What follows belongs to an exercise in optimizing a design on an open flow for a short achievable clock period and few clock cycles; a production flow would make more cautious choices.
At most, simulation tests tie the RTL to the original design; equivalence was not proved.
Function not checked in run 4: the RTL went through the layout flow alone.
Power is estimated from default activity; no workload was simulated.

==> design/flow/design.v <==
module ALU (
    input  [31:0] A,
    input  [31:0] B,
    input  [4:0]  sh,
    input  arith,                
    input  sub,                  
    input  op_slt, op_sltu,
    input  op_and, op_or, op_xor, op_nor, op_passb,
    input  op_sll, op_srl, op_sra,
    output [31:0] S
);
wire [31:0] Bx = B ^ {32{sub}};
wire [31:0] p0 = A ^ Bx;
wire [31:0] g0 = A & Bx;
wire [32*6-1:0] G, P;
assign G[31:0] = {g0[31:1], g0[0] | (p0[0] & sub)};
assign P[31:0] = p0;
genvar i, l;
generate
for (l = 0; l < 5; l = l + 1) begin : lv
    for (i = 0; i < 32; i = i + 1) begin : b
        if (i < (1 << l)) begin : pass
            assign G[32*(l+1)+i] = G[32*l+i];
            assign P[32*(l+1)+i] = P[32*l+i];
        end else begin : op
            assign G[32*(l+1)+i] = G[32*l+i] | (P[32*l+i] & G[32*l+i-(1<<l)]);
            assign P[32*(l+1)+i] = P[32*l+i] & P[32*l+i-(1<<l)];
        end
    end
end
endgenerate
wire [31:0] c = G[32*5 +: 32];               
wire [31:0] shl = B << sh;
wire [31:0] shr = B >> sh;
wire [31:0] sra = shr | ({32{B[31]}} & ~(32'hffff_ffff >> sh));
wire [31:0] other = ({32{op_and}}   & (A & B))
                  | ({32{op_or}}    & (A | B))
                  | ({32{op_xor}}   & (A ^ B))
                  | ({32{op_nor}}   & ~(A | B))
                  | ({32{op_passb}} & B)
                  | ({32{op_sll}}   & shl)
                  | ({32{op_srl}}   & shr)
                  | ({32{op_sra}}   & sra);
wire [31:1] s0 = ({31{arith}} &  p0[31:1]) | other[31:1];    
wire [31:1] s1 = ({31{arith}} & ~p0[31:1]) | other[31:1];    
assign S[31:1] = (s0 & ~c[30:0]) | (s1 & c[30:0]);
wire base0 = (arith & (p0[0] ^ sub)) | other[0];
wire t0 = base0 | (op_slt & (p0[31] | A[31]))  | (op_sltu & ~g0[31]);               
wire t1 = base0 | (op_slt & ~p0[31] & A[31])   | (op_sltu & ~g0[31] & ~p0[31]);    
assign S[0] = c[30] ? t1 : t0;
endmodule
module ALUControl (
    input  [31:0] ir,
    output op_add, op_sub, op_slt, op_sltu,
    output op_and, op_or, op_xor, op_nor, op_passb,
    output op_sll, op_srl, op_sra
);
wire [5:0] op = ir[31:26];
wire [5:0] fn = ir[5:0];
wire is_r = (op == 6'h00);
assign op_add   = (is_r & (fn == 6'h20 | fn == 6'h21)) | op == 6'h08 | op == 6'h09 |
                  op == 6'h23 | op == 6'h2b;
assign op_sub   = is_r & (fn == 6'h22 | fn == 6'h23);
assign op_slt   = (is_r & fn == 6'h2a) | op == 6'h0a;
assign op_sltu  = (is_r & fn == 6'h2b) | op == 6'h0b;
assign op_and   = (is_r & fn == 6'h24) | op == 6'h0c;
assign op_or    = is_r & fn == 6'h25;
assign op_xor   = is_r & fn == 6'h26;
assign op_nor   = is_r & fn == 6'h27;
assign op_passb = op == 6'h0f | op == 6'h03 | (is_r & fn == 6'h09);
assign op_sll   = is_r & fn == 6'h00;
assign op_srl   = is_r & fn == 6'h02;
assign op_sra   = is_r & fn == 6'h03;
endmodule
module Control (
    input  [31:0] ir,
    output        uses_rs,       
    output        uses_rt,       
    output        b_rt,          
    output        b_sext,        
    output        b_zext,        
    output        b_lui,         
    output        b_pc4,         
    output        writes,        
    output [4:0]  dst,           
    output        is_lw,
    output        is_sw,
    output        is_beq,
    output        is_bne,
    output        is_blez,
    output        is_bgtz,
    output        is_bgez,
    output        is_br,         
    output        is_j,          
    output        is_jr,         
    output        is_jalr,       
    output        is_call,       
    output        is_ctl         
);
wire [5:0] op = ir[31:26];
wire [5:0] fn = ir[5:0];
wire [4:0] rt = ir[20:16];
wire [4:0] rd = ir[15:11];
wire is_r    = (op == 6'h00);
wire r_alu   = is_r & (fn == 6'h20 | fn == 6'h21 | fn == 6'h22 | fn == 6'h23 |
                       fn == 6'h24 | fn == 6'h25 | fn == 6'h26 | fn == 6'h27 |
                       fn == 6'h2a | fn == 6'h2b);
wire r_sh    = is_r & (fn == 6'h00 | fn == 6'h02 | fn == 6'h03);
assign is_jr   = is_r & (fn == 6'h08);
assign is_jalr = is_r & (fn == 6'h09);
wire i_sext  = (op == 6'h08) | (op == 6'h09) | (op == 6'h0a) | (op == 6'h0b);
wire i_andi  = (op == 6'h0c);
wire i_lui   = (op == 6'h0f);
assign is_lw   = (op == 6'h23);
assign is_sw   = (op == 6'h2b);
assign is_beq  = (op == 6'h04);
assign is_bne  = (op == 6'h05);
assign is_blez = (op == 6'h06);
assign is_bgtz = (op == 6'h07);
assign is_bgez = (op == 6'h01);
assign is_br   = is_beq | is_bne | is_blez | is_bgtz | is_bgez;
wire   is_jal  = (op == 6'h03);
assign is_j    = (op == 6'h02) | is_jal;
assign is_call = is_jal | is_jalr;
assign is_ctl  = is_br | is_j | is_jr | is_jalr;
assign uses_rs = r_alu | is_jr | is_jalr | i_sext | i_andi | is_lw | is_sw | is_br;
assign uses_rt = r_alu | r_sh | is_sw | is_beq | is_bne;
assign b_rt   = r_alu | r_sh | is_beq | is_bne;
assign b_sext = i_sext | is_lw | is_sw;
assign b_zext = i_andi;
assign b_lui  = i_lui;
assign b_pc4  = is_call;
assign writes = r_alu | r_sh | is_jalr | i_sext | i_andi | i_lui | is_lw | is_jal;
assign dst    = is_jal ? 5'd31 : (is_r ? rd : rt);
endmodule
module RegisterFile (
    input         clk,
    input         rst_n,
    input         we,
    input  [4:0]  wa,
    input  [31:0] wd,
    input  [31:0] ra1,           
    input  [31:0] ra2,           
    output [31:0] rd1,
    output [31:0] rd2
);
reg  [31:0] rf [1:31];
reg  [31:1] written;
wire [31:0] q1 [0:31];
wire [31:0] q2 [0:31];
assign q1[0] = 32'd0;
assign q2[0] = 32'd0;
genvar i;
generate
for (i = 1; i < 32; i = i + 1) begin : g
    assign q1[i] = q1[i-1] | (rf[i] & {32{written[i] & ra1[i]}});
    assign q2[i] = q2[i-1] | (rf[i] & {32{written[i] & ra2[i]}});
    always @(posedge clk) begin
        if (we && wa == i)
            rf[i] <= wd;
    end
    always @(posedge clk or negedge rst_n) begin
        if (~rst_n)
            written[i] <= 1'b0;
        else if (we && wa == i)
            written[i] <= 1'b1;
    end
end
endgenerate
assign rd1 = q1[31];
assign rd2 = q2[31];
endmodule
module IF_BTB #(parameter N = 16, parameter TW = 12) (
    input clk,
    input rst_n,
    input  [TW-1:0] f_tag,
    output [N-1:0]  hit,         
    output          pt,          
    output          plx,         
    output [TW-1:0] ptgt,        
    input           upd,
    input           u_taken,
    input  [TW-1:0] u_tag,
    input  [TW-1:0] u_tgt,
    input           l_upd,       
    input  [N-1:0]  l_hit,       
    input           l_taken
);
reg  [N-1:0]  v;
reg  [N-1:0]  tv;                
reg  [TW-1:0] tag  [0:N-1];
reg  [TW-1:0] tgt  [0:N-1];
reg  [1:0]    ctr  [0:N-1];
reg  [3:0]    cnt  [0:N-1];      
reg  [3:0]    trip [0:N-1];
reg  [3:0]    rr;              
wire [N-1:0] hitnz, hitlx, um;
wire [TW-1:0] tsel [0:N];
assign tsel[0] = {TW{1'b0}};
wire alloc_any = upd & u_taken & ~(|um);
genvar i;
generate
for (i = 0; i < N; i = i + 1) begin : g
    wire [3:0] cnt1 = (cnt[i] == 4'd15) ? 4'd15 : cnt[i] + 4'd1;
    wire lx_now = tv[i] & (cnt[i] == trip[i]);
    wire lx_t   = tv[i] & (cnt1 == trip[i]);      
    wire lx_nt  = (cnt[i] == 4'd0);               
    wire pend   = l_upd & l_hit[i];
    wire lx     = pend ? (l_taken ? lx_t : lx_nt) : lx_now;
    assign hit[i]    = v[i] & (tag[i] == f_tag);
    assign hitnz[i]  = hit[i] & (|ctr[i]) & ~lx;
    assign hitlx[i]  = hit[i] & (|ctr[i]) & lx;
    assign um[i]     = v[i] & (tag[i] == u_tag);
    assign tsel[i+1] = tsel[i] | ({TW{hit[i]}} & tgt[i]);
    wire alloc = alloc_any & (rr == i);
    always @(posedge clk) begin
        if (alloc) begin
            tag[i]   <= u_tag;
            tgt[i]   <= u_tgt;
            ctr[i]   <= 2'd2;
        end else if (upd & um[i]) begin
            if (u_taken) begin
                tgt[i]   <= u_tgt;
                if (ctr[i] != 2'd3) ctr[i] <= ctr[i] + 2'd1;
            end else begin
                if (ctr[i] != 2'd0) ctr[i] <= ctr[i] - 2'd1;
            end
        end
    end
    always @(posedge clk) begin
        if (alloc) begin
            cnt[i] <= 4'd1;
        end else if (l_upd & l_hit[i]) begin
            if (l_taken) begin
                cnt[i] <= cnt1;
            end else begin
                trip[i] <= cnt[i];
                cnt[i]  <= 4'd0;
            end
        end
    end
    always @(posedge clk or negedge rst_n) begin
        if (~rst_n) begin
            tv[i] <= 1'b0;
        end else if (alloc) begin
            tv[i] <= 1'b0;
        end else if (l_upd & l_hit[i] & ~l_taken) begin
            tv[i] <= 1'b1;
        end
    end
end
endgenerate
assign pt   = |hitnz;
assign plx  = |hitlx;
assign ptgt = tsel[N];
always @(posedge clk or negedge rst_n) begin
    if (~rst_n) begin
        v  <= {N{1'b0}};
        rr <= 0;
    end else if (alloc_any) begin
        v[rr] <= 1'b1;
        rr    <= rr + 1'b1;
    end
end
endmodule
module IDForward (
    input  [4:0] r,
    input        e_rw,
    input  [4:0] e_dst,
    input        m_rw,
    input  [4:0] m_dst,
    output       sel_em,
    output       sel_mw
);
wire hit_e = e_rw & (e_dst == r);
assign sel_em = hit_e;
assign sel_mw = ~hit_e & m_rw & (m_dst == r);
endmodule
module BranchCond (
    input  [31:0] m,             
    input  [31:0] w,             
    input  [31:0] ra,            
    input  [31:0] rb,            
    input  [31:0] pnpc,          
    input  a_m, a_w, a_r,        
    input  [8:0] ab,             
    input  is_beq, is_bne, is_blez, is_bgtz, is_bgez,
    output taken,
    output jr_ne                 
);
wire eq_mw = (m == w);
wire eq_mr = (m == rb);
wire eq_wr = (w == rb);
wire eq_rm = (ra == m);
wire eq_rw = (ra == w);
wire eq_rr = (ra == rb);
wire eq = ab[0] | (ab[1] & eq_mw) | (ab[2] & eq_mr) |
          (ab[3] & eq_mw) | ab[4] | (ab[5] & eq_wr) |
          (ab[6] & eq_rm) | (ab[7] & eq_rw) | (ab[8] & eq_rr);
wire zero = (a_m & (m == 32'd0)) | (a_w & (w == 32'd0)) | (a_r & (ra == 32'd0));
wire neg  = (a_m & m[31]) | (a_w & w[31]) | (a_r & ra[31]);
assign jr_ne = (a_m & (m != pnpc)) | (a_w & (w != pnpc)) | (a_r & (ra != pnpc));
assign taken = (is_beq  & eq)
             | (is_bne  & ~eq)
             | (is_blez & (neg | zero))
             | (is_bgtz & ~neg & ~zero)
             | (is_bgez & ~neg);
endmodule
module MEM (
    input         is_lw,
    input  [31:0] alu_res,
    input  [31:0] rdata,
    output [31:0] res
);
assign res = is_lw ? rdata : alu_res;
endmodule
module cpu_pipeline (
    input clk,           
    input rst_n,         
    output [31:0] imem_addr,     
    input  [31:0] imem_rdata,    
    output [31:0] dmem_addr,     
    output [31:0] dmem_wdata,    
    output        dmem_we,       
    input  [31:0] dmem_rdata     
);
reg  [31:0] pc;
reg         d_valid;
reg  [31:0] d_ir, d_pc4, d_pnpc;
reg  [11:0] d_tag;
reg  [15:0] d_hit;
reg  [31:0] d_rs_oh, d_rt_oh;    
reg         d_pt, d_lx;
reg  [31:0] e_a, e_b, e_sd, e_pc4, e_bt, e_pnpc;
reg  [4:0]  e_sh, e_dst;
reg  [11:0] e_tag;
reg  [15:0] e_hit;
reg         e_rw, e_lw, e_sw, e_br, e_jr, e_jalr;
reg         e_kill;              
reg         e_beq, e_bne, e_blez, e_bgtz, e_bgez;
reg         e_pt, e_ptok;
reg         e_a_m, e_a_w, e_a_r, e_b_m, e_b_w, e_b_r, e_s_m, e_s_w, e_s_r;
reg  [8:0]  e_ab;
reg         e_add, e_sub, e_slt, e_sltu, e_and, e_or, e_xor, e_nor, e_passb;
reg         e_sll, e_srl, e_sra;
reg  [31:0] m_res, m_sd;
reg         m_we, m_rw, m_lw;
reg  [4:0]  m_dst;
reg  [31:0] w_res;
reg         w_rw;
reg  [4:0]  w_dst;
reg  [31:0] pcn, ma;
reg  [31:0] ra;
reg         u_upd, u_taken;
reg         l_upd, l_taken;
reg  [15:0] l_hit;
reg  [11:0] u_tag, u_tgt;
wire        taken, jr_ne;
wire        e_rwv   = e_rw   & ~e_kill;
wire        e_lwv   = e_lw   & ~e_kill;
wire        e_swv   = e_sw   & ~e_kill;
wire        e_brv   = e_br   & ~e_kill;
wire        e_jrxv  = (e_jr | e_jalr) & ~e_kill;
wire        e_jalrv = e_jalr & ~e_kill;
wire [31:0] pcx = {pcn[31], ~pcn[30:0]};
wire [31:0] f_pc4 = {pcx[31], pcx[30:0] + 31'd4};
wire        f_pt, f_plx;
wire [15:0] f_hit;
wire [11:0] f_ptgt;
IF_BTB #(.N(16), .TW(12)) BTB (
    .clk    (clk),
    .rst_n  (rst_n),
    .f_tag  (pcx[13:2]),
    .hit    (f_hit),
    .pt     (f_pt),
    .plx    (f_plx),
    .ptgt   (f_ptgt),
    .upd    (u_upd),
    .u_taken(u_taken),
    .u_tag  (u_tag),
    .u_tgt  (u_tgt),
    .l_upd  (l_upd),
    .l_hit  (l_hit),
    .l_taken(l_taken)
);
wire        d_call;
wire [31:0] ras   = (d_valid & d_call) ? d_pc4 : ra;
wire        f_j   = (imem_rdata[31:27] == 5'b00001);
wire        f_jr  = (imem_rdata[31:26] == 6'h00) & (imem_rdata[5:0] == 6'h08);
wire [31:0] f_jt  = {f_pc4[31:28], imem_rdata[25:0], 2'b00};
wire [31:0] f_npc = f_j  ? f_jt :
                    f_jr ? ras  :
                    f_pt ? {pcx[31:14], f_ptgt, 2'b00} : f_pc4;
wire        f_ptk = f_j | f_jr | f_pt;
assign imem_addr = {~pc[31], pc[30:0]};
wire [31:0] f_rs_oh = 32'd1 << imem_rdata[25:21];
wire [31:0] f_rt_oh = 32'd1 << imem_rdata[20:16];
wire [4:0]  d_rs  = d_ir[25:21];
wire [4:0]  d_rt  = d_ir[20:16];
wire [15:0] d_imm = d_ir[15:0];
wire d_uses_rs, d_uses_rt, d_b_rt, d_b_sext, d_b_zext, d_b_lui, d_b_pc4, d_writes;
wire [4:0] d_dst;
wire d_lw, d_sw, d_beq, d_bne, d_blez, d_bgtz, d_bgez, d_br, d_j, d_jr, d_jalr, d_ctl;
Control C1 (
    .ir     (d_ir),
    .uses_rs(d_uses_rs),
    .uses_rt(d_uses_rt),
    .b_rt   (d_b_rt),
    .b_sext (d_b_sext),
    .b_zext (d_b_zext),
    .b_lui  (d_b_lui),
    .b_pc4  (d_b_pc4),
    .writes (d_writes),
    .dst    (d_dst),
    .is_lw  (d_lw),
    .is_sw  (d_sw),
    .is_beq (d_beq),
    .is_bne (d_bne),
    .is_blez(d_blez),
    .is_bgtz(d_bgtz),
    .is_bgez(d_bgez),
    .is_br  (d_br),
    .is_j   (d_j),
    .is_jr  (d_jr),
    .is_jalr(d_jalr),
    .is_call(d_call),
    .is_ctl (d_ctl)
);
wire d_add, d_sub, d_slt, d_sltu, d_and, d_or, d_xor, d_nor, d_passb, d_sll, d_srl, d_sra;
ALUControl AC1 (
    .ir      (d_ir),
    .op_add  (d_add),
    .op_sub  (d_sub),
    .op_slt  (d_slt),
    .op_sltu (d_sltu),
    .op_and  (d_and),
    .op_or   (d_or),
    .op_xor  (d_xor),
    .op_nor  (d_nor),
    .op_passb(d_passb),
    .op_sll  (d_sll),
    .op_srl  (d_srl),
    .op_sra  (d_sra)
);
wire [31:0] rf_rs, rf_rt;
RegisterFile RF (
    .clk  (clk),
    .rst_n(rst_n),
    .we   (w_rw),
    .wa   (w_dst),
    .wd   (w_res),
    .ra1  (d_rs_oh),
    .ra2  (d_rt_oh),
    .rd1  (rf_rs),
    .rd2  (rf_rt)
);
wire [31:0] d_rsv = (w_rw && w_dst == d_rs) ? w_res : rf_rs;
wire [31:0] d_rtv = (w_rw && w_dst == d_rt) ? w_res : rf_rt;
wire d_rw = d_writes & (d_dst != 5'd0);
wire stall = d_valid & e_lwv &
             ((d_uses_rs & (e_dst == d_rs)) | (d_uses_rt & (e_dst == d_rt)));
wire [31:0] d_bt = d_pc4 + {{14{d_imm[15]}}, d_imm, 2'b00};
wire red_b  = d_br & ~d_pt & ~d_lx & d_imm[15];   
wire red_nc = d_pt & ~d_ctl;                      
wire d_red  = d_valid & (red_b | red_nc);
wire [31:0] d_rtgt = red_b ? d_bt : d_pc4;
wire a_em, a_mw, b_em, b_mw;
IDForward FA (.r(d_rs), .e_rw(e_rwv), .e_dst(e_dst), .m_rw(m_rw), .m_dst(m_dst), .sel_em(a_em), .sel_mw(a_mw));
IDForward FB (.r(d_rt), .e_rw(e_rwv), .e_dst(e_dst), .m_rw(m_rw), .m_dst(m_dst), .sel_em(b_em), .sel_mw(b_mw));
wire a_rg = ~a_em & ~a_mw;
wire b_rg = ~b_em & ~b_mw;
wire [31:0] d_bval = d_b_rt   ? d_rtv :
                     d_b_sext ? {{16{d_imm[15]}}, d_imm} :
                     d_b_zext ? {16'd0, d_imm} :
                     d_b_lui  ? {d_imm, 16'd0} :
                                d_pc4;
wire [31:0] A  = ({32{e_a_m}} & m_res) | ({32{e_a_w}} & w_res) | ({32{e_a_r}} & e_a);
wire [31:0] B  = ({32{e_b_m}} & m_res) | ({32{e_b_w}} & w_res) | ({32{e_b_r}} & e_b);
wire [31:0] SD = ({32{e_s_m}} & m_res) | ({32{e_s_w}} & w_res) | ({32{e_s_r}} & e_sd);
wire [31:0] e_res;
ALU A1 (
    .A(A), .B(B), .sh(e_sh),
    .arith(e_add), .sub(e_sub), .op_slt(e_slt), .op_sltu(e_sltu),
    .op_and(e_and), .op_or(e_or), .op_xor(e_xor), .op_nor(e_nor), .op_passb(e_passb),
    .op_sll(e_sll), .op_srl(e_srl), .op_sra(e_sra),
    .S(e_res)
);
BranchCond BC (
    .m(m_res), .w(w_res), .ra(e_a), .rb(e_b), .pnpc(e_pnpc),
    .a_m(e_a_m), .a_w(e_a_w), .a_r(e_a_r), .ab(e_ab),
    .is_beq(e_beq), .is_bne(e_bne), .is_blez(e_blez), .is_bgtz(e_bgtz), .is_bgez(e_bgez),
    .taken(taken), .jr_ne(jr_ne)
);
wire mis_br  = e_brv & (taken ? ~e_ptok : e_pt);   
wire mis_jr  = e_jrxv & jr_ne;                      
wire e_mis   = mis_br | mis_jr;
wire [31:0] m_out;
MEM MEM1 (.is_lw(m_lw), .alu_res(m_res), .rdata(dmem_rdata), .res(m_out));
assign dmem_addr  = ma;
assign dmem_wdata = m_sd;
assign dmem_we    = m_we;
wire d_go = d_valid & ~stall;             
wire [31:0] pc_fd = stall ? pcx : d_red ? d_rtgt : f_npc;
wire [31:0] pc_xt   = e_ptok ? pc_fd : e_bt;
wire [31:0] pc_xn   = e_pt   ? e_pc4 : pc_fd;
wire [31:0] pc_br   = taken  ? pc_xt : pc_xn;
wire [31:0] pc_next = e_brv  ? pc_br : (mis_jr ? A : pc_fd);
always @(posedge clk or negedge rst_n) begin
    if (~rst_n) begin
        pc      <= 32'h0000_0000;
        pcn     <= 32'hffff_ffff;
        d_valid <= 1'b0;
    end else begin
        pc      <= {~pc_next[31], pc_next[30:0]};
        pcn     <= {pc_next[31], ~pc_next[30:0]};
        d_valid <= ~e_mis & (stall | ~d_red);
    end
end
always @(posedge clk) begin
    if (~stall) begin
        d_ir   <= imem_rdata;
        d_rs_oh <= f_rs_oh;
        d_rt_oh <= f_rt_oh;
        d_tag  <= pcx[13:2];
        d_pc4  <= f_pc4;
        d_pnpc <= f_npc;
        d_pt   <= f_ptk;
        d_lx   <= f_plx;
        d_hit  <= f_hit;
    end
end
always @(posedge clk or negedge rst_n) begin
    if (~rst_n) begin
        ra <= 32'd0;
    end else if (d_valid & d_call) begin
        ra <= d_pc4;
    end
end
always @(posedge clk or negedge rst_n) begin
    if (~rst_n) begin
        e_rw <= 1'b0; e_lw <= 1'b0; e_sw <= 1'b0;
        e_br <= 1'b0; e_jr <= 1'b0; e_jalr <= 1'b0;
        e_kill <= 1'b0;
    end else begin
        e_rw    <= d_go & d_rw;
        e_lw    <= d_go & d_lw & d_rw;
        e_sw    <= d_go & d_sw;
        e_br    <= d_go & d_br;
        e_jr    <= d_go & d_jr;
        e_jalr  <= d_go & d_jalr;
        e_kill  <= e_mis;
    end
end
always @(posedge clk) begin
    e_a    <= d_rsv;
    e_b    <= d_bval;
    e_sd   <= d_rtv;
    e_sh   <= d_ir[10:6];
    e_dst  <= d_dst;
    e_pc4  <= d_pc4;
    e_bt   <= d_bt;
    e_pnpc <= d_red ? d_rtgt : d_pnpc;
    e_pt   <= d_pt | red_b;
    e_ptok <= red_b | (d_pt & (d_pnpc == d_bt));
    e_tag  <= d_tag;
    e_hit  <= d_hit;
    e_beq  <= d_beq; e_bne <= d_bne; e_blez <= d_blez; e_bgtz <= d_bgtz; e_bgez <= d_bgez;
    e_a_m  <= a_em;
    e_a_w  <= a_mw;
    e_a_r  <= a_rg;
    e_b_m  <= b_em & d_b_rt;
    e_b_w  <= b_mw & d_b_rt;
    e_b_r  <= b_rg | ~d_b_rt;
    e_s_m  <= b_em;
    e_s_w  <= b_mw;
    e_s_r  <= b_rg;
    e_ab   <= {a_rg & b_rg, a_rg & b_mw, a_rg & b_em,
               a_mw & b_rg, a_mw & b_mw, a_mw & b_em,
               a_em & b_rg, a_em & b_mw, a_em & b_em};
    e_add <= d_add | d_sub; e_sub <= d_sub | d_slt | d_sltu; e_slt <= d_slt; e_sltu <= d_sltu;
    e_and <= d_and; e_or <= d_or; e_xor <= d_xor; e_nor <= d_nor; e_passb <= d_passb;
    e_sll <= d_sll; e_srl <= d_srl; e_sra <= d_sra;
end
always @(posedge clk or negedge rst_n) begin
    if (~rst_n) begin
        u_upd <= 1'b0;
        l_upd <= 1'b0;
    end else begin
        u_upd <= e_brv | e_jalrv;
        l_upd <= e_brv;
    end
end
always @(posedge clk) begin
    u_taken <= ~e_br | taken;
    l_taken <= taken;
    l_hit   <= e_hit;
    u_tgt   <= e_jalr ? A[13:2] : e_bt[13:2];
    u_tag   <= e_tag;
end
always @(posedge clk or negedge rst_n) begin
    if (~rst_n) begin
        m_we <= 1'b0;
        m_rw <= 1'b0;
    end else begin
        m_we <= e_swv;
        m_rw <= e_rwv;
    end
end
always @(posedge clk or negedge rst_n) begin
    if (~rst_n) begin
        ma <= 32'd0;
    end else begin
        ma <= e_res;
    end
end
always @(posedge clk) begin
    m_res <= e_res;
    m_sd  <= SD;
    m_lw  <= e_lwv;
    m_dst <= e_dst;
end
always @(posedge clk or negedge rst_n) begin
    if (~rst_n) begin
        w_rw <= 1'b0;
    end else begin
        w_rw <= m_rw;
    end
end
always @(posedge clk) begin
    w_res <= m_out;
    w_dst <= m_dst;
end
endmodule
==> design/flow/flow/run.sh <==
#!/bin/bash
set -euo pipefail
MARGIN=${MARGIN:-9}
sed -e "s/SETUP_SLACK_MARGIN=[-0-9.]*/SETUP_SLACK_MARGIN=$MARGIN/" standard.sh > standard_margin.sh
grep -q "SETUP_SLACK_MARGIN=$MARGIN" standard_margin.sh
bash standard_margin.sh finish > flow_make.log 2>&1
==> design/flow/standard.sh <==
#!/bin/bash
# synth_recipe.tcl (not shown) runs the flow's synth.tcl, then flattens the netlist and writes it again
# the make line also repeats each setting of config.mk as NAME=value (left out here)
make -C /OpenROAD-flow-scripts/flow DESIGN_CONFIG=/design/flow/config.mk WORK_HOME=/design/flow/orfs CLKGATE_MAP_FILE= SYNTH_SCRIPT=/design/flow/synth_recipe.tcl "${@:-finish}"
==> design/flow/config.mk <==
export PLATFORM = sky130hd
export DESIGN_NAME = cpu_pipeline
export DESIGN_NICKNAME = cpu_pipeline
export VERILOG_FILES = /design/flow/design.v
export SDC_FILE = /design/flow/constraint.sdc
export NUM_CORES = 8
export LEC_CHECK = 0
export CAP_MARGIN = 20
export CORE_MARGIN = 2
export CORE_UTILIZATION = 40
export PLACE_DENSITY = 0.6
export SETUP_SLACK_MARGIN = 5
export SLEW_MARGIN = 20
==> design/flow/constraint.sdc <==
create_clock -name core_clock -period 13.0 [get_ports {clk}]
set_input_delay 2.6000 -clock core_clock [delete_from_list [all_inputs] [get_ports {clk}]]
set_output_delay 2.6000 -clock core_clock [all_outputs]
set_load 0.01 [all_outputs]
==> flow_summary.toml, run 1 <==
[run_status]
status = "finished clean"

[sta]
slew_headroom = 0.1512
whs_ps = 306.0
finalHoldViolCount = 0
tightest_slew_ps = 1267
finalClockSkew_ps = 96.09
max_freq_mhz = 240.1
rsz0062_at_grt = "true"
final.period_utilization = 0.3204
maxSlewViolCount = 0
setup-tns-final_ps = 0
timing.final.crit_period_ps = 4166
setup_viol = 0

[routing]
vias = 95520
drt_iter0_markers = 16300
totalWireLength_um = 536600
drt-wirelength-per-cell_um = 38.69
drt-vias-per-instance = 6.888
postRouteAntennaNets = 0
route.detailed.drc = 0
firstDrtPassIters = 14

[clock_tree]
cts_tree = "yes"
cts_sinks = 2346
clkSlewWorstSetupHoldPaths_ps = 60
cts_max_level = 5
cts_made_buffers = 268
cts_root_buffer = "clkbuf_16"
cts_max_path_buffers = 4
insertion_delay_ps = 950

[power]
p_leak_nw = 48.35
powerDensity_nw_per_um2 = 180.0
ir_worst_vdd_uv = 128.7
switching_share = 0.3453
p_switching_mw = 8.167
seqPwrFrac = 0.423
p_clk_frac = 0.320
p_comb_frac = 0.257
finalPower_mw = 23.66
power.internal_mw = 15.49

[min_path]
hold_path_depth = 0
hold_class = "reg -> reg"

[critical_path]
worst-setup-path-type = "reg -> out"
crit_start = "pc[13]"
critPathLaunchType = "flip-flop"
end_kind = "primary output"
slowest_delay_ps = 500
critPathRequiredTime_ps = 10400
ff2ff_setup_slack_ps = 8850
crit_slowest_cell = "dfrtp_2"
cp.depth = 1
worstRegToRegCells = 12
critPathTopFamily = "flip-flops"
path_cells = "buf_6"
crit_path_max_fanout = 1
crit_buf_inv = 1
worst_ep_arrival_time_ps = 1570
r2r-end = "pc[24]"
cp-endpoint = "imem_addr[13]"
r2r-start = "e_a[8]"

[placed_design]
place_area_um2 = 118900
dp.cells = 13150
hpwl_um = 332100
gp_congestion = 1.037
portBuffers = 162

[layout]
layout-drive-gt1-share = 0.1733
design_area_um2 = 131400
fin_nets = 10120
n_fill_cell = 25040
regArea_um2 = 64590
area_delta_synth_final_pct = 16.64
final_cell_count_no_fill = 13870
multi_input_area_um2 = 46650

[floorplanning]
die_x_um = 534.7
ios = 163
num_rows = 194
dieArea_um2 = 285900
design.core.area_um2 = 279900
initial_core_util = 0.4025
dieHeight_um = 534.7

[global_route]
antenna_found_initial = 48
grt_pass1_wl_um = 724600
gr-total-overflow = 0
grt_max_degree = 106
grt_usage = 0.3590
grt_pass1_vias = 90080

[synth]
ys_ff_latch = 2346
syn_nets = 9982
synth_top_cell_by_area = "edfxtp_1"
synthCells = 9751
synth.distinct_cells = 105
synth-edff-count = 1628
synth_area_um2 = 112700
yosys-top-cells-count = "edfxtp_1, clkbuf_1, nand2_1, nor2_1, xor2_1"
synth.most_common_cell = "edfxtp_1"
async_flop_share = 0.08866
yosys_warnings = 9
synth_area_per_cell_um2 = 11.55
synth.top_cells.by_area = "edfxtp_1, dfxtp_1, xor2_1, dfrtp_1, a22oi_1"
synth_seq_area_share = 0.5711
ys.flop_type = "edfxtp_1"
synth_top_cell_area_share = 0.4339

[flow_run]
cap_violations = 0
final cells by class:
cell class,instances,share of cell area
diodes,42,0.0007998
clock buffers,343,0.05545
clock inverters,141,0.009788
inverters,249,0.007198
multi-input cells,6384,0.3550
flip-flops and latches,2346,0.4915
well taps,3724,0.03546
repair buffers,640,0.04477
sequential cells by signal, indices dropped and copies added (netlist names), 64 cells and up:
register / flops
BTB.tag: 192
RF.rf: 992
BTB.trip: 64
BTB.tgt: 192
BTB.cnt: 64
power by group through the flow:
| stage | combinational, mW | clock, mW | sequential [mW] |
|---|---|---|---|
| floorplan | 3.47 | 0 | 9.53 |
| global placement | 5.25 | 0 | 10.1 |
| detailed placement | 5.29 | 0 | 10.1 |
| CTS | 5.60 | 7.57 | 9.96 |
| global route | 6.33 | 7.87 | 10.0 |
| finish | 6.09 | 7.56 | 10.0 |
worst reg2reg max path, stage by stage (launching register included):
cell	delay (ps)
dfxtp_1	750
xor2_1	160
nor4_1	640
nand3_1	220
nor3_1	170
or3_1	370
or4_4	290
nand2_2	90
buf_12	190
nand2_4	400
o22ai_1	200
a2111oi_4	410
o31a_1	190
per-layer routing:
layer,global-route usage,wire (um),vias up
met2,0.5396,230100,8554
met1,0.4122,176700,46400
met5,0.0006662,148,-
met4,0.3122,59560,24
met3,0.1160,70150,2895
li1,-,-,37650
per-stage QoR:
stage / setup slack (ps) / utilization
2_1_floorplan: 7790 / -
3_3_place_gp: 7106 / 0.4249
3_5_place_dp: 7060 / 0.4250
4_1_cts: 8819 / 0.4624
5_1_grt: 8799 / 0.4693
6_report: 8834 / 0.4695
worst min path at each step:
stage               startpoint        to  slack (ps)
finish                e_tag[2]  u_tag[2]         310
global route          e_tag[2]  u_tag[2]         310
CTS                   e_tag[2]  u_tag[2]         300
detailed placement    e_tag[2]  u_tag[2]         310
global placement      e_hit[0]  l_hit[0]         310
floorplan             e_hit[0]  l_hit[0]         310
cell families (layout without fill, tap and decap cells):
logic type / Yosys count / after routing / synth area share
compound gates: 2563 / 2564 / 0.1675
simple gates: 2469 / 2470 / 0.1097
buf+inv: 1023 / 1373 / 0.03667
mux: 242 / 242 / 0.02291
fa+ha+maj: 165 / 165 / 0.01839
other cells: 0 / 42 / 0
xor+xnor: 943 / 943 / 0.07368
flops: 2346 / 2346 / 0.5711
timing repair:
action,in CTS,in global routing
endpoints found under the setup margin,640,440
pin swaps,56,46
gates cloned,5,8
hold buffers,0,0
gates resized for setup,798,267
buffers inserted,103,79
cell usage in the layout, fill, tap and decap left out, types with 294 or more instances in the layout:
master,synthesis,final
dfxtp_1,510,393
a22o_1,295,294
nor2_1,553,501
xnor2_1,408,399
a21oi_1,356,339
a221oi_1,319,315
xor2_1,532,527
a22oi_1,491,486
nand2_1,556,522
buf_4,51,370
edfxtp_1,1628,1628
Testbench counts, summed over its fixed seeds: cycles 254,461.
==> run 2: changes to the inputs <==
--- a/design/flow/config.mk
+++ b/design/flow/config.mk
@@ -7,3 +7,3 @@
 export LEC_CHECK = 0
-export CAP_MARGIN = 20
+export CAP_MARGIN = 40
 export CORE_MARGIN = 2
@@ -12,2 +12,2 @@
 export SETUP_SLACK_MARGIN = 5
-export SLEW_MARGIN = 20
+export SLEW_MARGIN = 40
==> run 2 against run 1 <==
  * Via count is 0.62% lower
  * Cell count hardly changed
  * Largest power group unchanged
  * Clock power is 3.8% higher
  * Wire length is 0.31% higher
  * Die area stayed put
  * Clock skew hardly changed
  * Combinational power hardly changed
  * Still clean on timing, DRC and antenna
  * First-iteration DRC count is 3.2% higher
  * Critical path depth stayed put
==> flow_summary.toml, run 2 <==
[run_status]
status = "finished clean"

[routing]
drt_iter0_markers = 16820
vias = 94940
route.detailed.drc = 0
postRouteAntennaNets = 0
drt-vias-per-instance = 6.840
totalWireLength_um = 538300
drt-wirelength-per-cell_um = 38.78
firstDrtPassIters = 10

[layout]
n_fill_cell = 24970
reg.largest.list = "RF.rf (992), BTB.tag (192), BTB.tgt (192)"
area_delta_synth_final_pct = 17.47
multi_input_area_um2 = 46810
largest_register_ffs = 992
layout-drive-gt1-share = 0.1775
regMostFlops = "RF.rf"
regArea_um2 = 64590
final_core_util = 0.4729
fin_nets = 10150
final_common_cell = "edfxtp_1"
final_cell_mix = "edfxtp_1, xor2_1, nand2_1, nor2_1, a22oi_1"
final_cell_count_no_fill = 13880

[power]
powerDensity_nw_per_um2 = 181.0
p_leak_nw = 48.74
ir_worst_vdd_uv = 117.6

[sta]
setup-tns-final_ps = 0
timing.final.crit_period_ps = 4180
tightest_slew_ps = 1042
finalHoldViolCount = 0
final.period_utilization = 0.3215
whs_ps = 317.2
rsz0062_at_grt = "true"
setup_viol = 0
max_freq_mhz = 239.2
finalClockSkew_ps = 95.92
maxSlewViolCount = 0
setup_slack_ps = 8820
slew_headroom = 0.3052

[critical_path]
crit_slowest_cell = "dfrtp_2"
path_cells = "buf_6"
critPathLaunchType = "flip-flop"
critPathRequiredTime_ps = 10400
slowest_delay_ps = 500
end_kind = "primary output"
crit_buf_inv = 1
worst_ep_arrival_time_ps = 1580
ff2ff_setup_slack_ps = 8950
critPathTopFamily = "flip-flops"
worst-setup-path-type = "reg -> out"
crit_path_max_fanout = 1

[synth]
synthCells = 9751
synth_top_cell_by_area = "edfxtp_1"
synth_area_per_cell_um2 = 11.55
synth.most_common_cell = "edfxtp_1"
yosys_warnings = 9
synth.distinct_cells = 105
synthXorXnorAreaFrac = 0.07368
synth_top_family_by_area = "compound AO/OA/AOI/OAI gates"
synth_top_cell_area_share = 0.4339
synth_area_um2 = 112700
synth-edff-count = 1628
synth.top_cells.by_area = "edfxtp_1, dfxtp_1, xor2_1, dfrtp_1, a22oi_1"
async_flop_share = 0.08866
synth_seq_area_share = 0.5711
synth_mux_area_frac = 0.02291
post_synth_fa_ha_maj_area_fraction = 0.01839
syn_nets = 9982
synthSimpleGateAreaFrac = 0.1097
synth_compound_area_frac = 0.1675
ys_ff_latch = 2346
yosys-top-cells-count = "edfxtp_1, clkbuf_1, nand2_1, nor2_1, xor2_1"
ys.flop_type = "edfxtp_1"

[global_route]
grt.met2_usage = 0.5420
grt_max_degree = 106
use_met1 = 0.4173
grt_use_met3 = 0.1168
gr-total-overflow = 0
busiest_layer = "met2"
grt_usage = 0.3614
antenna_found_initial = 52
grt_pass1_wl_um = 728600
grt_pass1_vias = 90560

[clock_tree]
cts_max_path_buffers = 4
cts_max_level = 5
cts_tree = "yes"
cts_made_buffers = 264
insertion_delay_ps = 960
cts_sinks = 2346
clkSlewWorstSetupHoldPaths_ps = 60
cts_root_buffer = "clkbuf_16"

[floorplanning]
die_x_um = 534.7
initial_core_util = 0.4025
design.core.area_um2 = 279900
dieArea_um2 = 285900
dieHeight_um = 534.7
num_rows = 194
ios = 163

[flow_run]
cap_violations = 0

[placed_design]
hpwl_um = 332700
gp_congestion = 1.037
dp_slack_ps = 7092
dp.cells = 13160
portBuffers = 162

[min_path]
hold_class = "reg -> reg"
## run 2: changes by cell type in the layout (fill, tap and decap cells not counted), sizes merged
cell	delta
buf	+31
bufbuf	+1
bufinv	+11
clkbuf	+20
clkdlybuf4s50	-2
clkinv	-23
clkinvlp	-7
diode	-14
dlygate4sd2	-2
inv	-6
nand2	+1
## run 2: layout make-up
class	instances	share of cell area
multi-input combinational	6385	0.3537
clock buffer	363	0.05636
antenna	28	0.0005294
inverter	249	0.007147
sequential	2346	0.4880
tap	3724	0.03521
timing repair buffer	668	0.04779
clock inverter	116	0.01125
## run 2: timing repair
action,in CTS,in global routing
cloned,7,6
resized for setup,762,292
buffers inserted,105,90
endpoints found under the hold margin,0,0
hold buffers,0,0
setup endpoints to repair,560,383
pin swaps,54,68
## run 2: metal layers
layer,vias up,part of all wire
met5,-,0.00061
met4,40,0.11
met3,2739,0.13
met2,8353,0.43
met1,46140,0.33
li1,37670,-
## run 2: path summary, 6_finish.rpt
check / startpoint / end / depth (start not counted)
worst max-delay path: pc[13] / imem_addr[13] / 1
worst min-delay path: e_hit[8] / l_hit[8] / 0
worst max register to register: w_res[3] / ma[31] / 17
worst min register to register: e_hit[8] / l_hit[8] / 0
max in group asynchronous: rst_n / l_upd / 2
min in group asynchronous: rst_n / ma[19] / 1
## run 2: through the flow
| stage | cell area (um^2) | total power, mW |
|---|---|---|
| after detailed placement | 119300 | 15.40 |
| after CTS | 130100 | 23.41 |
| final | 132300 | 23.95 |
| after floorplan | 113100 | 13.00 |
| after global routing | 132300 | 24.51 |
| after global placement | 118900 | 15.35 |
## run 2: logic make-up after synthesis
group / count (synthesis)
multiplexers: 242
AND/OR/NAND/NOR: 2469
buffers and inverters: 1023
adder cells (fa/ha/maj): 165
AO/OA/AOI/OAI: 2563
flip-flops: 2346
XOR/XNOR: 943
## run 2: report_power, final
| group | switching (mW) | leakage [nW] | internal, mW | total (mW) |
|---|---|---|---|---|
| Combinational | 3.87 | 22.1 | 2.21 | 6.08 |
| Sequential | 1.07 | 22.3 | 8.96 | 10.0 |
| Clock | 3.26 | 4.38 | 4.59 | 7.85 |
| Total | 8.20 | 48.7 | 15.8 | 24.0 |
==> run 3: changes to the inputs <==
--- a/design/flow/design.v
+++ b/design/flow/design.v
@@ -51,2 +51,31 @@
 endmodule
+module KSAdd #(parameter W = 30) (
+    input  [W-1:0] a,
+    input  [W-1:0] b,
+    input          cin,
+    output [W-1:0] s
+);
+wire [W-1:0] p0 = a ^ b;
+wire [W-1:0] g0 = a & b;
+localparam L = (W <= 1) ? 1 : (W <= 2) ? 1 : (W <= 4) ? 2 : (W <= 8) ? 3 : (W <= 16) ? 4 : (W <= 32) ? 5 : 6;
+wire [W*(L+1)-1:0] G, P;
+assign G[W-1:0] = {g0[W-1:1], g0[0] | (p0[0] & cin)};
+assign P[W-1:0] = p0;
+genvar i, l;
+generate
+for (l = 0; l < L; l = l + 1) begin : lv
+    for (i = 0; i < W; i = i + 1) begin : b
+        if (i < (1 << l)) begin : pass
+            assign G[W*(l+1)+i] = G[W*l+i];
+            assign P[W*(l+1)+i] = P[W*l+i];
+        end else begin : op
+            assign G[W*(l+1)+i] = G[W*l+i] | (P[W*l+i] & G[W*l+i-(1<<l)]);
+            assign P[W*(l+1)+i] = P[W*l+i] & P[W*l+i-(1<<l)];
+        end
+    end
+end
+endgenerate
+wire [W-1:0] c = G[W*L +: W];                
+assign s = p0 ^ {c[W-2:0], cin};
+endmodule
 module ALUControl (
@@ -269,10 +298,5 @@
     input  [4:0] e_dst,
-    input        m_rw,
-    input  [4:0] m_dst,
-    output       sel_em,
-    output       sel_mw
-);
-wire hit_e = e_rw & (e_dst == r);
-assign sel_em = hit_e;
-assign sel_mw = ~hit_e & m_rw & (m_dst == r);
+    output       sel_em
+);
+assign sel_em = e_rw & (e_dst == r);
 endmodule
@@ -280,3 +304,2 @@
     input  [31:0] m,             
-    input  [31:0] w,             
     input  [31:0] ra,            
@@ -284,4 +307,4 @@
     input  [31:0] pnpc,          
-    input  a_m, a_w, a_r,        
-    input  [8:0] ab,             
+    input  a_m,                  
+    input  b_m,                  
     input  is_beq, is_bne, is_blez, is_bgtz, is_bgez,
@@ -290,14 +313,9 @@
 );
-wire eq_mw = (m == w);
 wire eq_mr = (m == rb);
-wire eq_wr = (w == rb);
 wire eq_rm = (ra == m);
-wire eq_rw = (ra == w);
 wire eq_rr = (ra == rb);
-wire eq = ab[0] | (ab[1] & eq_mw) | (ab[2] & eq_mr) |
-          (ab[3] & eq_mw) | ab[4] | (ab[5] & eq_wr) |
-          (ab[6] & eq_rm) | (ab[7] & eq_rw) | (ab[8] & eq_rr);
-wire zero = (a_m & (m == 32'd0)) | (a_w & (w == 32'd0)) | (a_r & (ra == 32'd0));
-wire neg  = (a_m & m[31]) | (a_w & w[31]) | (a_r & ra[31]);
-assign jr_ne = (a_m & (m != pnpc)) | (a_w & (w != pnpc)) | (a_r & (ra != pnpc));
+wire eq = a_m ? (b_m | eq_mr) : (b_m ? eq_rm : eq_rr);
+wire zero = a_m ? (m == 32'd0) : (ra == 32'd0);
+wire neg  = a_m ? m[31] : ra[31];
+assign jr_ne = a_m ? (m != pnpc) : (ra != pnpc);
 assign taken = (is_beq  & eq)
@@ -341,4 +359,3 @@
 reg         e_pt, e_ptok;
-reg         e_a_m, e_a_w, e_a_r, e_b_m, e_b_w, e_b_r, e_s_m, e_s_w, e_s_r;
-reg  [8:0]  e_ab;
+reg         e_a_m, e_a_r, e_b_m, e_b_r, e_s_m, e_s_r;
 reg         e_add, e_sub, e_slt, e_sltu, e_and, e_or, e_xor, e_nor, e_passb;
@@ -351,3 +368,3 @@
 reg  [4:0]  w_dst;
-reg  [31:0] pcn, ma;
+reg  [31:0] pci, ma;
 reg  [31:0] ra;
@@ -364,3 +381,3 @@
 wire        e_jalrv = e_jalr & ~e_kill;
-wire [31:0] pcx = {pcn[31], ~pcn[30:0]};
+wire [31:0] pcx = pci;
 wire [31:0] f_pc4 = {pcx[31], pcx[30:0] + 31'd4};
@@ -456,4 +473,9 @@
 );
-wire [31:0] d_rsv = (w_rw && w_dst == d_rs) ? w_res : rf_rs;
-wire [31:0] d_rtv = (w_rw && w_dst == d_rt) ? w_res : rf_rt;
+wire [31:0] m_out;
+wire d_rs_m = m_rw && m_dst == d_rs;
+wire d_rt_m = m_rw && m_dst == d_rt;
+wire d_rs_w = w_rw && w_dst == d_rs;
+wire d_rt_w = w_rw && w_dst == d_rt;
+wire [31:0] d_rsv = d_rs_m ? m_out : d_rs_w ? w_res : rf_rs;
+wire [31:0] d_rtv = d_rt_m ? m_out : d_rt_w ? w_res : rf_rt;
 wire d_rw = d_writes & (d_dst != 5'd0);
@@ -461,3 +483,10 @@
              ((d_uses_rs & (e_dst == d_rs)) | (d_uses_rt & (e_dst == d_rt)));
-wire [31:0] d_bt = d_pc4 + {{14{d_imm[15]}}, d_imm, 2'b00};
+wire [31:2] d_bts;
+KSAdd #(.W(30)) BTA (
+    .a  (d_pc4[31:2]),
+    .b  ({{14{d_imm[15]}}, d_imm}),
+    .cin(1'b0),
+    .s  (d_bts)
+);
+wire [31:0] d_bt = {d_bts, d_pc4[1:0]};
 wire red_b  = d_br & ~d_pt & ~d_lx & d_imm[15];   
@@ -466,7 +495,5 @@
 wire [31:0] d_rtgt = red_b ? d_bt : d_pc4;
-wire a_em, a_mw, b_em, b_mw;
-IDForward FA (.r(d_rs), .e_rw(e_rwv), .e_dst(e_dst), .m_rw(m_rw), .m_dst(m_dst), .sel_em(a_em), .sel_mw(a_mw));
-IDForward FB (.r(d_rt), .e_rw(e_rwv), .e_dst(e_dst), .m_rw(m_rw), .m_dst(m_dst), .sel_em(b_em), .sel_mw(b_mw));
-wire a_rg = ~a_em & ~a_mw;
-wire b_rg = ~b_em & ~b_mw;
+wire a_em, b_em;
+IDForward FA (.r(d_rs), .e_rw(e_rwv), .e_dst(e_dst), .sel_em(a_em));
+IDForward FB (.r(d_rt), .e_rw(e_rwv), .e_dst(e_dst), .sel_em(b_em));
 wire [31:0] d_bval = d_b_rt   ? d_rtv :
@@ -476,5 +503,5 @@
                                 d_pc4;
-wire [31:0] A  = ({32{e_a_m}} & m_res) | ({32{e_a_w}} & w_res) | ({32{e_a_r}} & e_a);
-wire [31:0] B  = ({32{e_b_m}} & m_res) | ({32{e_b_w}} & w_res) | ({32{e_b_r}} & e_b);
-wire [31:0] SD = ({32{e_s_m}} & m_res) | ({32{e_s_w}} & w_res) | ({32{e_s_r}} & e_sd);
+wire [31:0] A  = ({32{e_a_m}} & m_res) | ({32{e_a_r}} & e_a);
+wire [31:0] B  = ({32{e_b_m}} & m_res) | ({32{e_b_r}} & e_b);
+wire [31:0] SD = ({32{e_s_m}} & m_res) | ({32{e_s_r}} & e_sd);
 wire [31:0] e_res;
@@ -488,4 +515,4 @@
 BranchCond BC (
-    .m(m_res), .w(w_res), .ra(e_a), .rb(e_b), .pnpc(e_pnpc),
-    .a_m(e_a_m), .a_w(e_a_w), .a_r(e_a_r), .ab(e_ab),
+    .m(m_res), .ra(e_a), .rb(e_b), .pnpc(e_pnpc),
+    .a_m(e_a_m), .b_m(e_b_m),
     .is_beq(e_beq), .is_bne(e_bne), .is_blez(e_blez), .is_bgtz(e_bgtz), .is_bgez(e_bgez),
@@ -496,3 +523,2 @@
 wire e_mis   = mis_br | mis_jr;
-wire [31:0] m_out;
 MEM MEM1 (.is_lw(m_lw), .alu_res(m_res), .rdata(dmem_rdata), .res(m_out));
@@ -507,2 +533,4 @@
 wire [31:0] pc_next = e_brv  ? pc_br : (mis_jr ? A : pc_fd);
+wire [31:0] pc_next_i = ({32{e_brv &  taken}} & pc_xt) | ({32{e_brv & ~taken}} & pc_xn) |
+                        ({32{~e_brv &  mis_jr}} & A)   | ({32{~e_brv & ~mis_jr}} & pc_fd);
 always @(posedge clk or negedge rst_n) begin
@@ -510,3 +538,3 @@
         pc      <= 32'h0000_0000;
-        pcn     <= 32'hffff_ffff;
+        pci     <= 32'h8000_0000;
         d_valid <= 1'b0;
@@ -514,3 +542,3 @@
         pc      <= {~pc_next[31], pc_next[30:0]};
-        pcn     <= {pc_next[31], ~pc_next[30:0]};
+        pci     <= pc_next_i;
         d_valid <= ~e_mis & (stall | ~d_red);
@@ -568,13 +596,7 @@
     e_a_m  <= a_em;
-    e_a_w  <= a_mw;
-    e_a_r  <= a_rg;
+    e_a_r  <= ~a_em;
     e_b_m  <= b_em & d_b_rt;
-    e_b_w  <= b_mw & d_b_rt;
-    e_b_r  <= b_rg | ~d_b_rt;
+    e_b_r  <= ~(b_em & d_b_rt);
     e_s_m  <= b_em;
-    e_s_w  <= b_mw;
-    e_s_r  <= b_rg;
-    e_ab   <= {a_rg & b_rg, a_rg & b_mw, a_rg & b_em,
-               a_mw & b_rg, a_mw & b_mw, a_mw & b_em,
-               a_em & b_rg, a_em & b_mw, a_em & b_em};
+    e_s_r  <= ~b_em;
     e_add <= d_add | d_sub; e_sub <= d_sub | d_slt | d_sltu; e_slt <= d_slt; e_sltu <= d_sltu;
==> run 3 against run 2 <==
  * Synthesized cell count down 6.1%
  * Total power decreased by 6.2%
  * Maximum frequency fell by 0.21%
  * Non-clock buffer count fell by 181
  * First-iteration DRC count shrank 6.6%
  * Sequential cell count down 12
  * Wire length shrank 9.1%
  * Clock-buffer cell count down 20
  * Register-to-register slack got worse by 30 ps
  * Clock power decreased by 9.4%
  * Final area shrank 5.4%
  * Combinational power decreased by 12%
  * Still clean
==> flow_summary.toml, run 3 <==
[clock_tree]
cts_sinks = 2334
cts_root_buffer = "clkbuf_16"
holdBufCountCts = 0
cts_max_path_buffers = 4
cts_tree = "yes"
cts_max_level = 4
insertion_delay_ps = 950
cts_made_buffers = 239
clkSlewWorstSetupHoldPaths_ps = 60

[synth]
synth-edff-count = 1628
synth.top_cells.by_area = "edfxtp_1, dfxtp_1, dfrtp_1, xnor2_1, a22oi_1"
synth_top_cell_area_share = 0.4471
async_flop_share = 0.08912
synth_mux_area_frac = 0.02831
yosys-top-cells-count = "edfxtp_1, a22oi_1, xnor2_1, clkbuf_1, dfxtp_1"
synth.most_common_cell = "edfxtp_1"
synth_top_family_by_area = "compound AO/OA/AOI/OAI gates"
post_synth_fa_ha_maj_area_fraction = 0.01895
synth_top_cell_by_area = "edfxtp_1"
synth_area_um2 = 109300
synthXorXnorAreaFrac = 0.06196
synthCells = 9156
synth.distinct_cells = 105
ys_ff_latch = 2334
synth_compound_area_frac = 0.1661
syn_nets = 9387
synthSimpleGateAreaFrac = 0.1041
synth_area_per_cell_um2 = 11.94
ys.flop_type = "edfxtp_1"
yosys_warnings = 9
synth_seq_area_share = 0.5859

[flow_run]
cap_violations = 0

[power]
p_leak_nw = 44.72
powerDensity_nw_per_um2 = 179.5
finalPower_mw = 22.46
p_comb_frac = 0.238
p_switching_mw = 7.408
switching_share = 0.3298
power.internal_mw = 15.05
ir_worst_vdd_uv = 114.5
p_clk_frac = 0.317
seqPwrFrac = 0.445

[critical_path]
worst-setup-path-type = "reg -> out"
cp.depth = 1
worst_ep_arrival_time_ps = 1590
end_kind = "primary output"
crit_buf_inv = 1
critPathLaunchType = "flip-flop"
cp-endpoint = "dmem_addr[21]"
critPathTopFamily = "flip-flops"
r2r-start = "RF.written[25]"
ff2ff_setup_slack_ps = 8920
slowest_delay_ps = 520
critPathRequiredTime_ps = 10400
crit_path_max_fanout = 2
worstRegToRegCells = 10
crit_slowest_cell = "dfrtp_2"
crit_start = "ma[21]"
path_cells = "buf_6"
r2r-end = "e_b[16]"

[global_route]
busiest_layer = "met2"
grt.met2_usage = 0.4922
gr-total-overflow = 0
grt_use_met3 = 0.1193
grt_pass1_wl_um = 666800
grt_pass1_vias = 83860
use_met1 = 0.4292
grt_max_degree = 69
antenna_found_initial = 43
grt_usage = 0.3386

[routing]
drt_iter0_markers = 15710
vias = 89370
totalWireLength_um = 489100
drt-vias-per-instance = 6.892
drt-wirelength-per-cell_um = 37.72
postRouteAntennaNets = 0
route.detailed.drc = 0
firstDrtPassIters = 11

[sta]
maxSlewViolCount = 0
slew_headroom = 0.2809
finalHoldViolCount = 0
max_freq_mhz = 238.7
timing.final.crit_period_ps = 4189
final.period_utilization = 0.3222
finalClockSkew_ps = 102.8
tightest_slew_ps = 1079
setup-tns-final_ps = 0
setup_viol = 0
rsz0062_at_grt = "true"

[floorplanning]
die_x_um = 526.8
initial_core_util = 0.4031
dieArea_um2 = 277600
ios = 163
design.core.area_um2 = 271200
num_rows = 191
dieHeight_um = 526.8

[run_status]
status = "finished clean"

[layout]
regMostFlops = "RF.rf"
area_delta_synth_final_pct = 14.45
final_cell_mix = "edfxtp_1, a22oi_1, xnor2_1, nand2_1, dfxtp_1"
layout-drive-gt1-share = 0.1422
final_common_cell = "edfxtp_1"
fin_nets = 9402
reg.largest.list = "RF.rf (992), BTB.tag (192), BTB.tgt (192)"
largest_register_ffs = 992

[min_path]
hold_class = "reg -> reg"

[placed_design]
hpwl_um = 297600
portBuffers = 162
gp_congestion = 0.9739
## run 3: cell count changes in the layout (fill, tap and decap cells not counted), moves of 60 or more
cell	change
a21oi_1	-76
a221oi_1	-86
a22oi_1	+138
buf_4	-148
mux2i_1	+100
nor2_1	-118
nor4_1	-60
o211ai_1	+68
xnor2_1	+169
xor2_1	-344
## run 3: worst min-delay path by stage
| stage | cells after the start | from | endpoint |
|---|---|---|---|
| floorplan | 0 | e_hit[0] | l_hit[0] |
| global placement | 0 | e_tag[7] | u_tag[7] |
| detailed placement | 0 | e_tag[1] | u_tag[1] |
| CTS | 0 | e_tag[4] | u_tag[4] |
| global route | 0 | e_tag[8] | u_tag[8] |
| finish | 0 | e_tag[4] | u_tag[4] |
## run 3: final cells by class
type                            instances  area [um^2]
Tap cell                             3570         4467
Timing Repair inverter                  2        17.52
Timing Repair Buffer                  487         4722
Clock inverter                        100        998.5
Inverter                              211        822.0
Multi-Input combinational cell       5896        42830
Antenna cell                           23        57.56
Sequential cell                      2334        64230
Clock buffer                          343         6994
Fill cell                           24190       146100
## run 3: cells by family (layout without fill, tap and decap cells)
group	after synthesis	in the layout
compound gates	2444	2444
buf+inv	928	1143
flops	2334	2334
other cells	0	23
mux	292	292
fa+ha+maj	165	165
xor+xnor	764	764
simple gates	2229	2231
## run 3: layer usage
| metal | wire [um] | part of all wire |
|---|---|---|
| met2 | 202800 | 0.41 |
| met3 | 70160 | 0.14 |
| met4 | 39250 | 0.080 |
| met1 | 176600 | 0.36 |
| met5 | 300 | 0.00061 |
## run 3: power by group through the flow
stage,registers [mW],logic (mW),clock network [mW]
after floorplan,9.49,3.42,0
after global placement,10.1,4.85,0
after detailed placement,10.1,4.89,0
after CTS,9.99,5.07,7.11
after global routing,10.1,5.61,7.40
final,10.0,5.35,7.11
## run 3: what timing repair did
action                     4_1_cts  5_1_grt
pin swaps                       12       22
hold endpoints to repair         0        0
gates cloned                     8        3
setup buffers                   33       34
resized for setup              609      133
setup endpoints to repair      767      394
## run 3: stage by stage
stage	setup WS, ps	instance area (um^2)	utilization	cells	hold slack [ps]
after global routing	8818	125100	0.4612	12950	331.4
final	8811	125100	0.4614	12970	327.2
after global placement	7063	114700	0.4230	12390	310.1
after CTS	8809	124100	0.4575	12890	328.2
after detailed placement	7047	115200	0.4248	12410	311.8
after floorplan	8811	109400	-	9156	309.6
Testbench counts of run 3, summed over its fixed seeds: cycles 254,461.
==> run 4: changes to the inputs <==
--- a/design/flow/design.v
+++ b/design/flow/design.v
@@ -176,3 +176,2 @@
 reg  [31:0] rf [1:31];
-reg  [31:1] written;
 wire [31:0] q1 [0:31];
@@ -184,13 +183,9 @@
 for (i = 1; i < 32; i = i + 1) begin : g
-    assign q1[i] = q1[i-1] | (rf[i] & {32{written[i] & ra1[i]}});
-    assign q2[i] = q2[i-1] | (rf[i] & {32{written[i] & ra2[i]}});
-    always @(posedge clk) begin
-        if (we && wa == i)
-            rf[i] <= wd;
-    end
+    assign q1[i] = q1[i-1] | (rf[i] & {32{ra1[i]}});
+    assign q2[i] = q2[i-1] | (rf[i] & {32{ra2[i]}});
     always @(posedge clk or negedge rst_n) begin
         if (~rst_n)
-            written[i] <= 1'b0;
+            rf[i] <= 32'd0;
         else if (we && wa == i)
-            written[i] <= 1'b1;
+            rf[i] <= wd;
     end
==> design/flow/flow/run.sh (replaced) <==
#!/bin/bash
# Layout flow: the standard flow (standard.sh: ORFS with the standard
# synthesis), with two changes to how the layout is made; the constraints
# (constraint.sdc) are unchanged:
#  - timing repair aims at a larger setup slack margin, so that it works
#    towards the period the design can reach rather than the design's 13 ns;
#  - after global placement, flow/outbuf.tcl moves each output port's buffer
#    next to the register that feeds it (detailed placement legalizes it).
# Each tool's log is in orfs/logs/; make's own output is in flow_make.log.
set -euo pipefail
MARGIN=${MARGIN:-9}
sed -e "s|SETUP_SLACK_MARGIN=[-0-9.]*|SETUP_SLACK_MARGIN=$MARGIN POST_GLOBAL_PLACE_TCL=$PWD/flow/outbuf.tcl|" standard.sh > standard_margin.sh
grep -q "SETUP_SLACK_MARGIN=$MARGIN" standard_margin.sh
bash standard_margin.sh finish > flow_make.log 2>&1
==> design/flow/flow/outbuf.tcl (new file) <==
# Move the buffer of each output port, and any inverter or buffer between
# it and the register that feeds it, next to that register, so that the
# buffer, not the register, drives the wire to the pin. Detailed placement
# legalizes the moved cells afterwards.
proc outbuf_driver {inst} {
  foreach it [$inst getITerms] {
    if {[$it isInputSignal] && [$it getNet] != "NULL"} {
      foreach jt [[$it getNet] getITerms] {
        if {[$jt isOutputSignal]} { return [$jt getInst] }
      }
    }
  }
  return ""
}
proc outbuf_is_single {inst} {
  set n 0
  foreach it [$inst getITerms] {
    if {[$it isInputSignal] && [$it getNet] != "NULL"} { incr n }
  }
  set m [[$inst getMaster] getName]
  return [expr {$n == 1 && [regexp {__(inv|buf|clkbuf|clkinv)_} $m]}]
}
set block [ord::get_db_block]
set moved 0
foreach bterm [$block getBTerms] {
  if {[$bterm getIoType] != "OUTPUT"} { continue }
  set net [$bterm getNet]
  if {$net == "NULL"} { continue }
  set buf ""
  foreach it [$net getITerms] {
    if {[$it isOutputSignal]} { set buf [$it getInst] }
  }
  if {$buf == ""} { continue }
  set chain [list $buf]
  set src [outbuf_driver $buf]
  while {$src != "" && [outbuf_is_single $src] && [llength $chain] < 4} {
    lappend chain $src
    set src [outbuf_driver $src]
  }
  if {$src == ""} { continue }
  set loc [$src getLocation]
  foreach c $chain {
    $c setLocation [lindex $loc 0] [lindex $loc 1]
    incr moved
  }
}
puts "outbuf: moved $moved cells next to the registers that drive the outputs"
--- a/design/flow/config.mk
+++ b/design/flow/config.mk
@@ -10,2 +10,4 @@
 export CORE_UTILIZATION = 40
+export CTS_CLUSTER_DIAMETER = 100
+export CTS_CLUSTER_SIZE = 20
 export PLACE_DENSITY = 0.6
==> run 4 against run 3 <==
  * Critical endpoint is now pci[27]
  * Clock-buffer cell count fell by 108
  * Wire length rose by 6.9%
  * Still clean
  * Final area rose by 1.7%
  * Worst hold slack got worse by 0.94 ps
==> flow_summary.toml, run 4 <==
[floorplanning]
initial_core_util = 0.4025
dieArea_um2 = 288900
die_x_um = 537.5
ios = 163
dieHeight_um = 537.5
design.core.area_um2 = 282800
num_rows = 195

[routing]
vias = 95580
totalWireLength_um = 522700
firstDrtPassIters = 15
drt_iter0_markers = 15800
drt-vias-per-instance = 6.891
drt-wirelength-per-cell_um = 37.69
route.detailed.drc = 0
postRouteAntennaNets = 0

[critical_path]
cp-endpoint = "pci[27]"
critPathLaunchType = "flip-flop"
crit_path_max_fanout = 7
r2r-start = "e_b_m"
critPathTopFamily = "compound AO/OA/AOI/OAI gates"
worst_ep_arrival_time_ps = 4850
crit_start = "e_b_m"
crit_buf_inv = 5
worstRegToRegCells = 16
critPathRequiredTime_ps = 13750
crit_slowest_cell = "a222oi_1"
ff2ff_setup_slack_ps = 8890
end_kind = "flip-flop"
r2r-end = "pci[27]"
worst-setup-path-type = "reg -> reg"
slowest_delay_ps = 590
path_cells = "clkbuf_16, buf_12, buf_6, mux2i_2, xor2_1, nand4_1, nor4_2, a32oi_2, mux2i_1, nand2_2, and3b_2, buf_12, clkbuf_16, a222oi_1, o21ai_1, a31o_2"
cp.depth = 16

[placed_design]
hpwl_um = 321400
portBuffers = 162
dp.cells = 13410
dp_slack_ps = 7590

[sta]
maxSlewViolCount = 0
setup-tns-final_ps = 0
setup_viol = 0
rsz0062_at_grt = "true"
finalHoldViolCount = 0
final.period_utilization = 0.3158
slew_headroom = 0.3009
timing.final.crit_period_ps = 4105
setup_slack_ps = 8895
tightest_slew_ps = 1038
max_freq_mhz = 243.6
finalClockSkew_ps = 87.23

[power]
p_leak_nw = 52.31
powerDensity_nw_per_um2 = 153.0
ir_worst_vdd_uv = 139.8

[synth]
async_flop_share = 0.5076
synth.most_common_cell = "dfrtp_1"
synth-edff-count = 636
synth_top_cell_by_area = "dfrtp_1"
syn_nets = 10290
ys.flop_type = "dfrtp_1"
synth_area_um2 = 113800
yosys-top-cells-count = "dfrtp_1, mux2_2, edfxtp_1, clkbuf_1, xnor2_1"
synth.top_cells.by_area = "dfrtp_1, edfxtp_1, mux2_2, dfxtp_1, xnor2_1"
yosys_warnings = 9
synthCells = 10060
synth_top_cell_area_share = 0.2568
ys_ff_latch = 2303
synth_area_per_cell_um2 = 11.32
synth_seq_area_share = 0.5124
synth.distinct_cells = 110

[layout]
regMostFlops = "RF.rf"
final_core_util = 0.4499
reg.largest.list = "RF.rf (992), BTB.tag (192), BTB.tgt (192)"
largest_register_ffs = 992
final_cell_mix = "dfrtp_1, mux2_2, edfxtp_1, xnor2_1, nand2_1"
final_cell_count_no_fill = 13870
layout-drive-gt1-share = 0.2184
n_fill_cell = 25770
final_common_cell = "dfrtp_1"
fin_nets = 10220
area_delta_synth_final_pct = 11.75

[global_route]
grt_max_degree = 164
grt_pass1_vias = 90450
antenna_found_initial = 43
grt_pass1_wl_um = 712500
gr-total-overflow = 0
grt_usage = 0.3470

[run_status]
status = "finished clean"

[clock_tree]
insertion_delay_ps = 890
cts_max_path_buffers = 4
clkSlewWorstSetupHoldPaths_ps = 90
cts_max_level = 4
cts_sinks = 2303
cts_tree = "yes"
cts_root_buffer = "clkbuf_16"
cts_made_buffers = 146
holdBufCountCts = 0

[flow_run]
cap_violations = 0

[min_path]
hold_class = "reg -> reg"
run 4: cell count changes after synthesis, sizes merged, moves of 50 or more:
cell and delta:
a221oi +95, a22o +88, a22oi -183, and2 -77
buf +56, clkbuf +65, dfrtp +961, edfxtp -992
mux2 +980, o21ai +50
run 4: worst min path at each step:
stage          cells after the start      from        to  slack [ps]
2_1_floorplan                      0  e_hit[0]  l_hit[0]         310
3_3_place_gp                       0  e_tag[8]  u_tag[8]         310
3_5_place_dp                       0  e_tag[7]  u_tag[7]         310
4_1_cts                            0  e_tag[7]  u_tag[7]         330
5_1_grt                            0  e_tag[8]  u_tag[8]         330
6_report                           0  e_tag[9]  u_tag[9]         330
run 4: repair_timing:
action,CTS,global route
pin swaps,32,62
gates cloned,7,14
setup endpoints to repair,555,377
gates resized for setup,703,207
hold endpoints to repair,0,0
setup buffers,61,81
run 4: where the power goes:
group | switching (mW) | total (mW) | internal (mW)
clock | 2.63 | 4.84 | 2.21
combinational | 3.33 | 5.25 | 1.92
sequential | 1.02 | 9.36 | 8.34
run 4: through the flow:
stage	area, um^2	hold slack (ps)	power [mW]
after floorplan	114000	309.6	12.08
after global placement	119400	310.4	14.16
after detailed placement	119800	311.8	14.21
after CTS	125200	327.5	19.08
after global routing	127100	333.6	19.98
final	127200	326.2	19.46
run 4: cell type report:
class | instances | area (um^2) | area share
clock inverter | 17 | 212.7 | 0.001672
tap | 3743 | 4683 | 0.03682
timing repair buffer | 615 | 5931 | 0.04662
antenna | 31 | 77.57 | 0.0006098
clock buffer | 235 | 4071 | 0.03201
inverter | 204 | 775.7 | 0.006098
multi-input combinational | 6721 | 52980 | 0.4164
sequential | 2303 | 58480 | 0.4597
run 4: cells by family after synthesis:
family | count (synthesis) | share of synthesized area
adders and majority gates | 165 | 0.01820
buffers and inverters | 1042 | 0.03735
xor gates and xnor gates | 767 | 0.05901
muxes | 1281 | 0.1250
AOI/OAI and AO/OA | 2424 | 0.1575
and+or+nand+nor | 2074 | 0.09054
DFF | 2303 | 0.5124
run 4: per-layer routing:
layer | track usage | up-vias | wire (um)
met4 | 0.2550 | 53 | 49300
met5 | 0.003618 | - | 525
li1 | - | 37730 | -
met3 | 0.1283 | 2380 | 71520
met2 | 0.4949 | 7815 | 213300
met1 | 0.4285 | 47600 | 188100

static timing again, ports no longer ideal:
In the flow no input, the clock included, has a driving cell. The finished layouts below were timed again as built, in two steps.
Step 1 assumes that a clkbuf_16 drives the clock port and a buf_2 every other input.
Step 2, shift: input delay + t, output delay - t, t = (earliest + latest rising clock arrival at the registers) / 2. This alone moves slack from input paths to output paths.
a / b / c = ideal ports / drivers / drivers and shift; a / b = the first two.
| run | t, ns | slack for setup (ns) | pins driven straight from the clock port |
|---|---|---|---|
| run 1 | 1.010 | 8.834 / 8.727 / 8.079 | 1 |
| run 2 | 1.016 | 8.820 / 8.717 / 8.076 | 1 |
| run 3 | 1.007 | 8.811 / 8.710 / 8.037 | 1 |
| run 4 | 0.940 | 8.895 / 8.889 / 8.150 | 1 |
After both steps every run listed still meets setup and hold. The setup slack of run 3, which loses most, moves by -0.101 ns with the drivers and by -0.774 ns with both steps.
